This is an optimization exercise on Yosys and OpenROAD, whose aim is small area, not a production implementation.
In this exercise RTL edits were held to simulation tests only and were not proved equivalent to the original.
Power and IR drop assume default switching activity.

==> flow/design.v <==
module testpattern
(
    input              I_pxl_clk   , 
    input              I_rst_n     , 
    input      [2:0]   I_mode      , 
    input      [15:0]  I_sqr_width ,
    input      [7:0]   I_single_r  ,
    input      [7:0]   I_single_g  ,
    input      [7:0]   I_single_b  ,
    input      [15:0]  I_h_total   , 
    input      [15:0]  I_h_sync    , 
    input      [15:0]  I_h_bporch  , 
    input      [15:0]  I_h_res     , 
    input      [15:0]  I_v_total   , 
    input      [15:0]  I_v_sync    , 
    input      [15:0]  I_v_bporch  , 
    input      [15:0]  I_v_res     , 
    input              I_hs_pol    , 
    input              I_vs_pol    , 
    output reg         O_de        ,
    output reg         O_hs        ,
    output reg         O_vs        ,
    output     [7:0]   O_data_r    ,
    output     [7:0]   O_data_g    ,
    output     [7:0]   O_data_b
);
reg           pre;       
reg           hs_a;      
reg           hbp;       
reg           hact;      
reg           vs_a;      
reg           vbp;       
reg           vact;      
reg  [15:0]   H_cnt;     
reg  [15:0]   C_cnt;     
reg  [15:0]   V_cnt;     
reg  [15:0]   B_cnt;     
reg  [15:0]   Cv_cnt;    
reg  [7:0]    A_cnt;     
reg  [12:0]   U_cnt;     
reg  [3:0]    K_cnt;     
reg           K_ch;
reg           Sqr_h;
reg           Sqr_v;
reg  [23:0]   Data_tmp;
wire        H_end    = (H_cnt == 16'hFFFE);
wire        C_end    = (C_cnt == 16'hFFFE);
wire        start    = pre & (H_cnt[1:0] == 2'd3);
wire        line_end = ~pre & H_end;
wire        hs_end   = hs_a & C_end;
wire        bp_zero  = (I_h_bporch == 16'd0);
wire        hbp_end  = hbp & C_end;
wire        act_start= (hs_end & bp_zero) | hbp_end;
wire        de       = hact & vact;
wire [7:0]  A_inc    = A_cnt + de;
wire        act_last;
wire        hact_n   = act_start | (hact & ~act_last & ~line_end);
wire        V_end    = (V_cnt == 16'hFFFE);
wire        B_end    = (B_cnt == 16'hFFFE);
wire        frame_end= line_end & V_end;
wire        vs_end   = line_end & vs_a & B_end;
wire        vbp_zero = (I_v_bporch == 16'd0);
wire        vbp_end  = line_end & vbp & B_end;
wire        vact_start = (vs_end & vbp_zero) | vbp_end;
wire        vact_end = line_end & vact & B_end;
wire        vact_n   = vact_start | (vact & ~vact_end);
wire        de_n     = hact_n & vact_n;
wire        de_start = act_start & vact;
wire        de_fall  = de & ~de_n;
always @(posedge I_pxl_clk or negedge I_rst_n)
begin
    if (!I_rst_n) begin
        pre  <= 1'b1;
        hs_a <= 1'b0;
        hbp  <= 1'b0;
        hact <= 1'b0;
        vs_a <= 1'b0;
        vbp  <= 1'b0;
        vact <= 1'b0;
        H_cnt[1:0] <= 2'd0;
    end else begin
        pre  <= pre & ~start;
        hs_a <= start | line_end | (hs_a & ~hs_end);
        hbp  <= (hs_end & ~bp_zero) | (hbp & ~hbp_end);
        hact <= hact_n;
        vs_a <= start | frame_end | (vs_a & ~vs_end);
        vbp  <= (vs_end & ~vbp_zero) | (vbp & ~vbp_end);
        vact <= vact_n;
        H_cnt[1:0] <= (start | line_end) ? ~I_h_total[1:0] : H_cnt[1:0] + 1'b1;
    end
end
wire [15:0] H_inc = H_cnt + 1'b1;
always @(posedge I_pxl_clk)
begin
    H_cnt[15:2] <= (start | line_end) ? ~I_h_total[15:2] : H_inc[15:2];
    if (start | line_end)
        C_cnt <= ~I_h_sync;
    else if (hs_end & ~bp_zero)
        C_cnt <= ~I_h_bporch;
    else if (act_start | (hact & C_end))
        C_cnt <= ~I_sqr_width;
    else
        C_cnt <= C_cnt + 1'b1;
    V_cnt <= (start | frame_end) ? ~I_v_total : V_cnt + line_end;
    if (start | frame_end)
        B_cnt <= ~I_v_sync;
    else if (vs_end & ~vbp_zero)
        B_cnt <= ~I_v_bporch;
    else if (vact_start)
        B_cnt <= ~I_v_res;
    else
        B_cnt <= B_cnt + line_end;
end
always @(posedge I_pxl_clk or negedge I_rst_n)
begin
    if (!I_rst_n)
        A_cnt <= 8'd0;
    else if (de_start)
        A_cnt <= 8'd0;
    else
        A_cnt <= A_inc;
end
wire        sqr_h_hit = de & C_end;
wire        sqr_v_hit = de_fall & (Cv_cnt == 16'hFFFE);
always @(posedge I_pxl_clk)
begin
    Sqr_h  <= act_start ? 1'b0 : (Sqr_h ^ sqr_h_hit);
    Cv_cnt <= (vs_end | sqr_v_hit) ? ~I_sqr_width : Cv_cnt + de_fall;
    Sqr_v  <= vs_end ? 1'b0 : (Sqr_v ^ sqr_v_hit);
end
wire [12:0] bar_w  = I_h_res[15:3];
wire        U_wrap = (U_cnt == 13'h1FFE);
wire        w_one  = (bar_w == 13'd1);
wire [2:0]  res_r  = I_h_res[2:0];
reg         w_div;
always @(*) begin
    w_div = 1'b0;
    if (I_h_res[15:7] == 9'd0)
        case (I_h_res[6:3])
            4'd2: w_div = res_r[0];
            4'd3: w_div = (res_r == 3'd2) | (res_r == 3'd5);
            4'd4: w_div = (res_r[1:0] == 2'd3);
            4'd5: w_div = (res_r == 3'd4);
            4'd6: w_div = (res_r == 3'd5);
            4'd7: w_div = (res_r == 3'd6);
            4'd8: w_div = (res_r == 3'd7);
            default: w_div = 1'b0;
        endcase
end
wire        w_small = (I_h_res[15:4] == 12'd0);     
wire        r_eq    = (A_inc[2:0] == res_r);
assign      act_last = hact & (w_small ? (r_eq & (A_inc[3] == I_h_res[3])) :
                       (res_r == 3'd0) ? ((K_cnt == 4'd7) & U_wrap) :
                                         (K_cnt[3] & r_eq));
wire        K_t0   = O_de ? (w_one ? K_ch : w_div) : (w_one & ~A_cnt[3]);
wire        k_inc  = de_start ? K_t0 :
                     de & (w_one ? (K_ch | ~O_de) : (U_wrap & ~K_ch));
always @(posedge I_pxl_clk)
begin
    U_cnt <= (act_start | U_wrap) ? ~bar_w : U_cnt + 1'b1;
    K_cnt <= de_n ? (K_cnt + k_inc) : 4'd0;
    K_ch  <= de_start ? K_t0 : (K_ch & ~(de & U_wrap & ~w_one));
end
wire        net  = de & ((A_cnt[4:0] == 5'd0) | act_last | (B_cnt[4:0] == ~I_v_res[4:0]) | B_end);
wire        sqr  = de & (Sqr_h == Sqr_v);
wire        cb_r = de & ~K_cnt[3] & ~K_cnt[1];
wire        cb_g = de & ~K_cnt[3] & ~K_cnt[2];
wire        cb_b = de & ~K_cnt[3] & ~K_cnt[0];
wire        m_bar  = (I_mode == 3'b000);
wire        m_net  = (I_mode == 3'b001);
wire        m_gray = (I_mode == 3'b010);
wire        m_sqr  = (I_mode == 3'b011);
wire        m_one  = (I_mode == 3'b111);
wire        m_blue = I_mode[2] & ~m_one;
wire        r_c = (m_bar & cb_r) | (m_net & net) | (m_sqr & sqr);
wire        g_c = (m_bar & cb_g) | (m_sqr & sqr);
wire        b_c = (m_bar & cb_b) | (m_sqr & sqr) | m_blue;
wire [7:0]  gray = A_cnt[7:0];
always @(posedge I_pxl_clk or negedge I_rst_n)
begin
    if (!I_rst_n) begin
        O_de     <= 1'b0;
        O_hs     <= 1'b1;
        O_vs     <= 1'b1;
        Data_tmp <= 24'd0;
    end else begin
        O_de     <= de;
        O_hs     <= I_hs_pol ? hs_a : ~hs_a;
        O_vs     <= I_vs_pol ? vs_a : ~vs_a;
        Data_tmp <= {{8{b_c}} | ({8{m_gray}} & gray) | ({8{m_one}} & I_single_b),
                     {8{g_c}} | ({8{m_gray}} & gray) | ({8{m_one}} & I_single_g),
                     {8{r_c}} | ({8{m_gray}} & gray) | ({8{m_one}} & I_single_r)};
    end
end
assign O_data_r = Data_tmp[ 7: 0];
assign O_data_g = Data_tmp[15: 8];
assign O_data_b = Data_tmp[23:16];
endmodule
==> flow/config.mk <==
export PLATFORM = sky130hd
export DESIGN_NAME = testpattern
export DESIGN_NICKNAME = testpattern
export VERILOG_FILES = /design/flow/design.v
export SDC_FILE = /design/flow/constraint.sdc
export NUM_CORES = 4
export LEC_CHECK = 0
export CAP_MARGIN = 20
export CORE_MARGIN = 2
export CORE_UTILIZATION = 65
export PLACE_DENSITY = 0.75
export SLEW_MARGIN = 20
==> flow/constraint.sdc <==
create_clock -name core_clock -period 10.0 [get_ports {I_pxl_clk}]
set_input_delay 2.0000 -clock core_clock [delete_from_list [all_inputs] [get_ports {I_pxl_clk}]]
set_output_delay 2.0000 -clock core_clock [all_outputs]
set_load 0.01 [all_outputs]
standard.sh (not shown) runs the stock make flow with config.mk's settings and CLKGATE_MAP_FILE= SYNTH_SCRIPT=/design/flow/synth_recipe.tcl, a recipe that flattens the netlist after the stock synthesis.
==> flow/flow/run.sh <==
#!/bin/bash
# Standard ORFS layout (standard.sh) with these changes:
#  - synthesis: no hard half/full-adder cells (ADDER_MAP_FILE empty), and
#    logic mapped with an area-oriented ABC script (flow/synth.tcl,
#    flow/abc_area.script); registers are the standard synthesis's;
#  - ports get the smallest buffer (buf_1);
#  - clock tree: clkbuf_8 throughout, no dummy loads.
# Make's full output goes to flow_make.log here; ORFS keeps each step's log
# under orfs/logs/.
set -euo pipefail
here=$(pwd)
export MY_ABC_SCRIPT=$here/flow/abc_area.script
bash standard.sh "SYNTH_SCRIPT=$here/flow/synth.tcl" "ADDER_MAP_FILE=" \
  "BUFFER_PORTS_ARGS=-buffer_cell sky130_fd_sc_hd__buf_1" \
  "CTS_ARGS=-sink_clustering_enable -repair_clock_nets -dont_use_dummy_load -root_buf sky130_fd_sc_hd__clkbuf_8 -buf_list sky130_fd_sc_hd__clkbuf_8" \
  finish > flow_make.log 2>&1
==> flow/flow/abc_area.script <==
&get -n
&st
&dc2
&dch -f
&nf -R 2000 -a
&st
&dc2
&dch -f
&nf -R 2000 -a
&put
==> flow/flow/synth.tcl <==
# The standard synthesis script (synth_recipe.tcl), with one change: Yosys's
# abc mapping step runs an area-oriented ABC script (flow/abc_area.script)
# instead of ORFS's speed script. Everything before it (and so every
# register) is unchanged.
proc synth {args} { yosys synth -nofsm -noshare {*}$args }
proc abc {args} {
  set i [lsearch $args -script]
  set args [lreplace $args [expr {$i+1}] [expr {$i+1}] $::env(MY_ABC_SCRIPT)]
  yosys abc {*}$args
}
source $::env(SCRIPTS_DIR)/synth.tcl
# left out here: clear keep_hierarchy, flatten, clean up, hide names made inside functions, write 1_2_yosys.v
Edit:
--- a/flow/flow/run.sh
+++ b/flow/flow/run.sh
@@ -7 +7 @@
-#  - clock tree: clkbuf_8 throughout, no dummy loads.
+#  - clock tree: clkbuf_8 root, clkbuf_4 or clkbuf_8 elsewhere, no dummy loads.
@@ -15 +15 @@
-  "CTS_ARGS=-sink_clustering_enable -repair_clock_nets -dont_use_dummy_load -root_buf sky130_fd_sc_hd__clkbuf_8 -buf_list sky130_fd_sc_hd__clkbuf_8" \
+  "CTS_ARGS=-sink_clustering_enable -repair_clock_nets -dont_use_dummy_load -root_buf sky130_fd_sc_hd__clkbuf_8 -buf_list {sky130_fd_sc_hd__clkbuf_4 sky130_fd_sc_hd__clkbuf_8}" \
Flip-flop and latch count does not change.
Register-to-register slack stays flat.
Global-route usage does not change.
Synthesized area does not change.
Final area stays the same.
Total power does not change.
Wire length stays the same.
Sequential share of layout area does not change.
Worst hold slack is unchanged.

## re-timing with driven ports
Ports are ideal in the flow. The routed layouts listed here were re-timed in OpenROAD.
Step 1: set_driving_cell puts a clkbuf_16 on I_pxl_clk and a buf_2 on each other input, an assumption about the parent block.
Step 2 adds t to the input delays and takes it off the output delays; t is the mean of the earliest and latest rising clock arrival at the registers after step 1. Input paths then give back, and output paths get back, about the clock's delay inside the block.
Three values: ideal ports, drivers, drivers and shift; two values: the first two.
run | t (ns) | slack for setup (ns) | hold WS [ns] | worst setup path at the end | pins driven straight from the clock port
the first run | 0.467 | 5.442 / 5.457 / 4.990 | 0.489 / 0.489 / 0.489 | input to register | 1
the second run | 0.467 | 5.442 / 5.457 / 4.990 | 0.489 / 0.489 / 0.489 | input to register | 1
After both steps setup and hold are still met in every run listed.
